This design comes from an exercise in tuning for small area and a short achievable clock period on the open sky130 flow, not from production work. At most, simulation tests tie the RTL to the original design; equivalence was not proved. The clock port is modelled as an ideal driver; clocking choices that lean on that would not hold on a real chip. No activity file was given, so power comes from the tool's default toggle rates.

## cedar
==> flow/design.v <==
`timescale 1ns/1ps
module ao8 (
    input  logic [7:0] s,
    input  logic [7:0] d,
    output logic       y
);
    assign y = |(s & d);
endmodule
module nor2m (input logic a, b, output logic y);
    assign y = ~(a | b);
endmodule
module nor3m (input logic a, b, c, output logic y);
    assign y = ~(a | b | c);
endmodule
module nand4m (input logic a, b, c, d, output logic y);
    assign y = ~(a & b & c & d);
endmodule
module ao2 (input logic s0, d0, s1, d1, output logic y);
    assign y = (s0 & d0) | (s1 & d1);
endmodule
module pre3k (
    input  logic [2:0] a,
    input  logic       idle,
    input  logic       k,
    input  logic [7:0] t,
    input  logic       tk,
    output logic [7:0] y_n
);
    always_comb begin
        for (int i = 0; i < 8; i++)
            y_n[i] = ~((idle && k && a == i[2:0]) || (t[i] && tk));
    end
endmodule
module pre3u (
    input  logic [2:0] a,
    input  logic       idle,
    input  logic [7:0] t,
    output logic [7:0] y_n
);
    always_comb begin
        for (int i = 0; i < 8; i++)
            y_n[i] = ~((idle && a == i[2:0]) || t[i]);
    end
endmodule
module wdat (
    input  logic [7:0] datain,
    input  logic       idle,
    input  logic       pat,
    output logic [7:0] wd
);
    assign wd = idle ? datain : {pat, 1'b0, pat, 1'b0, pat, 1'b0, pat, 1'b0};
endmodule
module bist #(
    parameter size   = 6,
    parameter length = 8
)(
    input  logic                 clk,
    input  logic                 rst,
    input  logic                 start,
    input  logic                 csin,
    input  logic                 rwbarin,
    input  logic                 opr,
    input  logic [size-1:0]      address,
    input  logic [length-1:0]    datain,
    output logic [length-1:0]    dataout,
    output logic                 fail
);
    logic       NbarT;
    logic       cout;
    logic [7:0] qlo;        
    logic [7:0] qhi;        
    logic       q6;         
    logic       pat;        
    wire next_T = NbarT ? ~cout : start;
    always_ff @(posedge clk or posedge rst) begin
        if (rst)
            NbarT <= 1'b0;
        else
            NbarT <= next_T;
    end
    always_ff @(posedge clk or posedge rst) begin
        if (rst) begin
            qlo <= 8'd0;
            qhi <= 8'd0;
        end else if (!next_T) begin
            qlo <= 8'd0;
            qhi <= 8'd0;
        end else if (!NbarT) begin
            qlo <= 8'd1;
            qhi <= 8'd1;
        end else begin
            qlo <= {qlo[6:0], qlo[7]};
            if (qlo[7])
                qhi <= {qhi[6:0], qhi[7]};
        end
    end
    always_ff @(posedge clk) begin
        if (!NbarT) begin
            q6   <= 1'b0;
            cout <= 1'b0;
        end else begin
            if (qlo[7] && qhi[7])
                q6 <= ~q6;
            cout <= qlo[7] && qhi[7] && q6;
        end
    end
    wire q_zero = qlo[0] && qhi[0] && !q6;
    always_ff @(posedge clk or posedge rst) begin
        if (rst)
            pat <= 1'b0;
        else if (NbarT && q_zero)
            pat <= 1'b1;
    end
    wire [7:0] P = {pat, 1'b0, pat, 1'b0, pat, 1'b0, pat, 1'b0};
    wire next_q6 = NbarT && (q6 ^ (qlo[7] && qhi[7]));
    logic idle, tw;
    always_ff @(posedge clk or posedge rst) begin
        if (rst) begin
            idle <= 1'b1;
            tw   <= 1'b0;
        end else begin
            idle <= ~next_T;
            tw   <= next_T && !next_q6;
        end
    end
    wire       we   = tw || (idle && !rwbarin);
    wire [7:0] wd   = idle ? datain : P;
    logic [7:0] rlo_n, rhi_n, wlo_n, whi_n;
    pre3u u_rlo (.a(address[2:0]), .idle(idle), .t(qlo), .y_n(rlo_n));
    pre3u u_rhi (.a(address[5:3]), .idle(idle), .t(qhi), .y_n(rhi_n));
    pre3k u_wlo (.a(address[2:0]), .idle(idle), .k(~rwbarin), .t(qlo), .tk(tw), .y_n(wlo_n));
    pre3u u_whi (.a(address[5:3]), .idle(idle), .t(qhi), .y_n(whi_n));
    logic [63:0] rsel, wen;
    for (genvar r = 0; r < 64; r++) begin : g_sel
        nor2m u_rs (.a(rhi_n[r / 8]), .b(rlo_n[r % 8]), .y(rsel[r]));
        nor2m u_ws (.a(whi_n[r / 8]), .b(wlo_n[r % 8]), .y(wen[r]));
    end
    logic [7:0] mem [64];
    logic [7:0] wdg [4];
    for (genvar g = 0; g < 4; g++) begin : g_wd
        wdat u_wd (.datain(datain), .idle(idle), .pat(pat), .wd(wdg[g]));
    end
    for (genvar r = 0; r < 64; r++) begin : g_word
        always_ff @(posedge clk) begin
            if (wen[r])
                mem[r] <= wdg[r / 16];
        end
    end
    logic [7:0] rd;
    for (genvar b = 0; b < 8; b++) begin : g_bit
        logic [63:0] col;
        logic [7:0]  p;
        logic [3:0]  n;
        for (genvar r = 0; r < 64; r++) begin : g_col
            assign col[r] = mem[r][b];
        end
        for (genvar m = 0; m < 8; m++) begin : g_p
            ao8 u_ao (.s(rsel[m*8 +: 8]), .d(col[m*8 +: 8]), .y(p[m]));
        end
        nor2m  u_n0 (.a(p[0]), .b(p[1]), .y(n[0]));
        nor2m  u_n1 (.a(p[2]), .b(p[3]), .y(n[1]));
        nor2m  u_n2 (.a(p[4]), .b(p[5]), .y(n[2]));
        nor2m  u_n3 (.a(p[6]), .b(p[7]), .y(n[3]));
        nand4m u_rd (.a(n[0]), .b(n[1]), .c(n[2]), .d(n[3]), .y(rd[b]));
    end
    logic [7:0] dout, wdo;
    logic       sel_r, sel_w;
    always_ff @(posedge clk) begin
        dout  <= rd;
        wdo   <= wd;
        sel_r <= ~we;
        sel_w <= we;
    end
    for (genvar b = 0; b < 8; b++) begin : g_out
        ao2 u_out (.s0(sel_r), .d0(dout[b]), .s1(sel_w), .d1(wdo[b]), .y(dataout[b]));
    end
    always_ff @(posedge clk or posedge rst) begin
        if (rst)
            fail <= 1'b0;
        else if (NbarT && q_zero)
            fail <= 1'b0;
        else if (NbarT && opr && q6 && (dataout != P))
            fail <= 1'b1;
    end
endmodule
export LEC_CHECK = 0
export CAP_MARGIN = 20
export CORE_MARGIN = 2
export CORE_UTILIZATION = 60
export CTS_CLUSTER_DIAMETER = 120
export CTS_CLUSTER_SIZE = 24
export SETUP_SLACK_MARGIN = 3.4
export SLEW_MARGIN = 20
export SYNTH_HIERARCHICAL = 1
create_clock -name core_clock -period 6.0 [get_ports {clk}]
standard.sh (not shown) runs the stock make flow with config.mk's settings and CLKGATE_MAP_FILE= SYNTH_SCRIPT=/design/flow/synth_recipe.tcl, a recipe that flattens the netlist after the stock synthesis.
==> flow/flow/run.sh <==
#!/bin/bash
# The standard layout, with extra timing-repair passes and area recovery after CTS
# (flow/extra_cts.tcl, run through ORFS's POST_CTS_TCL hook).
bash standard.sh "POST_CTS_TCL=$PWD/flow/extra_cts.tcl" finish > standard.log 2>&1
Other scripts of this flow, unchanged in this note and not shown: flow/flow/downsize.tcl, flow/flow/extra_cts.tcl
Changes in quartz relative to cedar:
-- flow/design.v --
<<< cedar, line 15
module nand4m (input logic a, b, c, d, output logic y);
    assign y = ~(a & b & c & d);
endmodule
module ao2 (input logic s0, d0, s1, d1, output logic y);
    assign y = (s0 & d0) | (s1 & d1);
endmodule
module pre3k (
>>> quartz, line 15
module nand4m (input logic a, b, c, d, output logic y);
    assign y = ~(a & b & c & d);
endmodule
module pre3k (
<<< cedar, line 114
    wire [7:0] P = {pat, 1'b0, pat, 1'b0, pat, 1'b0, pat, 1'b0};
    wire next_q6 = NbarT && (q6 ^ (qlo[7] && qhi[7]));
    logic idle, tw;
    always_ff @(posedge clk or posedge rst) begin
        if (rst) begin
            idle <= 1'b1;
            tw   <= 1'b0;
        end else begin
            idle <= ~next_T;
            tw   <= next_T && !next_q6;
        end
>>> quartz, line 111
    wire [7:0] P = {pat, 1'b0, pat, 1'b0, pat, 1'b0, pat, 1'b0};
    wire next_q6 = NbarT && (q6 ^ (qlo[7] && qhi[7]));
    logic idle, tr, tw;
    always_ff @(posedge clk or posedge rst) begin
        if (rst) begin
            idle <= 1'b1;
            tr   <= 1'b0;
            tw   <= 1'b0;
        end else begin
            idle <= ~next_T;
            tr   <= next_T && next_q6;
            tw   <= next_T && !next_q6;
        end
<<< cedar, line 127
    wire [7:0] wd   = idle ? datain : P;
    logic [7:0] rlo_n, rhi_n, wlo_n, whi_n;
    pre3u u_rlo (.a(address[2:0]), .idle(idle), .t(qlo), .y_n(rlo_n));
    pre3u u_rhi (.a(address[5:3]), .idle(idle), .t(qhi), .y_n(rhi_n));
    pre3k u_wlo (.a(address[2:0]), .idle(idle), .k(~rwbarin), .t(qlo), .tk(tw), .y_n(wlo_n));
>>> quartz, line 126
    wire [7:0] wd   = idle ? datain : P;
    logic [7:0] rlo_n, rhi_n, wlo_n, whi_n;
    pre3k u_rlo (.a(address[2:0]), .idle(idle), .k(rwbarin),  .t(qlo), .tk(tr), .y_n(rlo_n));
    pre3u u_rhi (.a(address[5:3]), .idle(idle), .t(qhi), .y_n(rhi_n));
    pre3k u_wlo (.a(address[2:0]), .idle(idle), .k(~rwbarin), .t(qlo), .tk(tw), .y_n(wlo_n));
<<< cedar, line 147
        end
    end
    logic [7:0] rd;
    for (genvar b = 0; b < 8; b++) begin : g_bit
>>> quartz, line 146
        end
    end
    wire [7:0] bw = wd & {8{we}};
    logic [7:0] rd;
    for (genvar b = 0; b < 8; b++) begin : g_bit
<<< cedar, line 161
        nor2m  u_n1 (.a(p[2]), .b(p[3]), .y(n[1]));
        nor2m  u_n2 (.a(p[4]), .b(p[5]), .y(n[2]));
        nor2m  u_n3 (.a(p[6]), .b(p[7]), .y(n[3]));
        nand4m u_rd (.a(n[0]), .b(n[1]), .c(n[2]), .d(n[3]), .y(rd[b]));
    end
    logic [7:0] dout, wdo;
    logic       sel_r, sel_w;
    always_ff @(posedge clk) begin
        dout  <= rd;
        wdo   <= wd;
        sel_r <= ~we;
        sel_w <= we;
    end
    for (genvar b = 0; b < 8; b++) begin : g_out
        ao2 u_out (.s0(sel_r), .d0(dout[b]), .s1(sel_w), .d1(wdo[b]), .y(dataout[b]));
    end
    always_ff @(posedge clk or posedge rst) begin
        if (rst)
>>> quartz, line 161
        nor2m  u_n1 (.a(p[2]), .b(p[3]), .y(n[1]));
        nor2m  u_n2 (.a(p[4]), .b(p[5]), .y(n[2]));
        nor3m  u_n3 (.a(p[6]), .b(p[7]), .c(bw[b]), .y(n[3]));
        nand4m u_rd (.a(n[0]), .b(n[1]), .c(n[2]), .d(n[3]), .y(rd[b]));
    end
    logic [7:0] dout;
    always_ff @(posedge clk) begin
        dout <= rd;
    end
    assign dataout = dout;
    always_ff @(posedge clk or posedge rst) begin
        if (rst)
## What came out
Comparing cedar and quartz, the lower least setup slack across all paths after layout was measured on cedar.
Status: first-pass GRT wire length parity (cedar, quartz)
Max footprint of the flip-flops and latches across cedar and quartz: cedar
Looking at clock sink count across cedar and quartz, the one that comes out higher is cedar.
Between quartz and cedar, the max-capacitance violation count does not differ in any meaningful way.
When quartz is set beside cedar, its number of flip-flops and latches turns out to be 9 smaller.
Going from cedar to quartz, fraction of synthesis flops using an asynchronous set or reset pin has increased, final wirelength has remained practically unchanged, power density of the placed cells has increased, final critical-path required period has decreased.
The final hold slack of quartz exceeds that of cedar by 0.013 ns.
The gate count of the mapped netlist in quartz sits 1.6% below the value recorded for cedar.
The RTL of cedar was laid out without a check of its function.

[port drivers added, routing unchanged]
Ports are ideal in the flow. The routed layouts listed here were re-timed in OpenROAD.
Step 1 sets driving cells, clkbuf_16 on the clock port and buf_2 on the other inputs (assumed; they add their load-dependent delay and slew).
Step 2 adds t to the input delays and takes it off the output delays; t is the mean of the earliest and latest rising clock arrival at the registers after step 1. Input paths then give back, and output paths get back, about the clock's delay inside the block.
Slacks: ideal / step 1 / step 2; pairs: ideal / step 1.
run	t (ns)	setup WS [ns]	worst hold slack (ns)	slew at the worst register clock pin (ns)
cedar	0.595	3.263 / 3.265 / 2.697	0.534 / 0.534 / 0.534	0.10 / 0.10
quartz	0.614	3.359 / 3.349 / 2.735	0.547 / 0.547 / 0.547	0.10 / 0.10
After both steps every run listed still meets setup and hold. The setup slack of quartz, which loses most, moves by -0.010 ns with the drivers and by -0.624 ns with both steps.
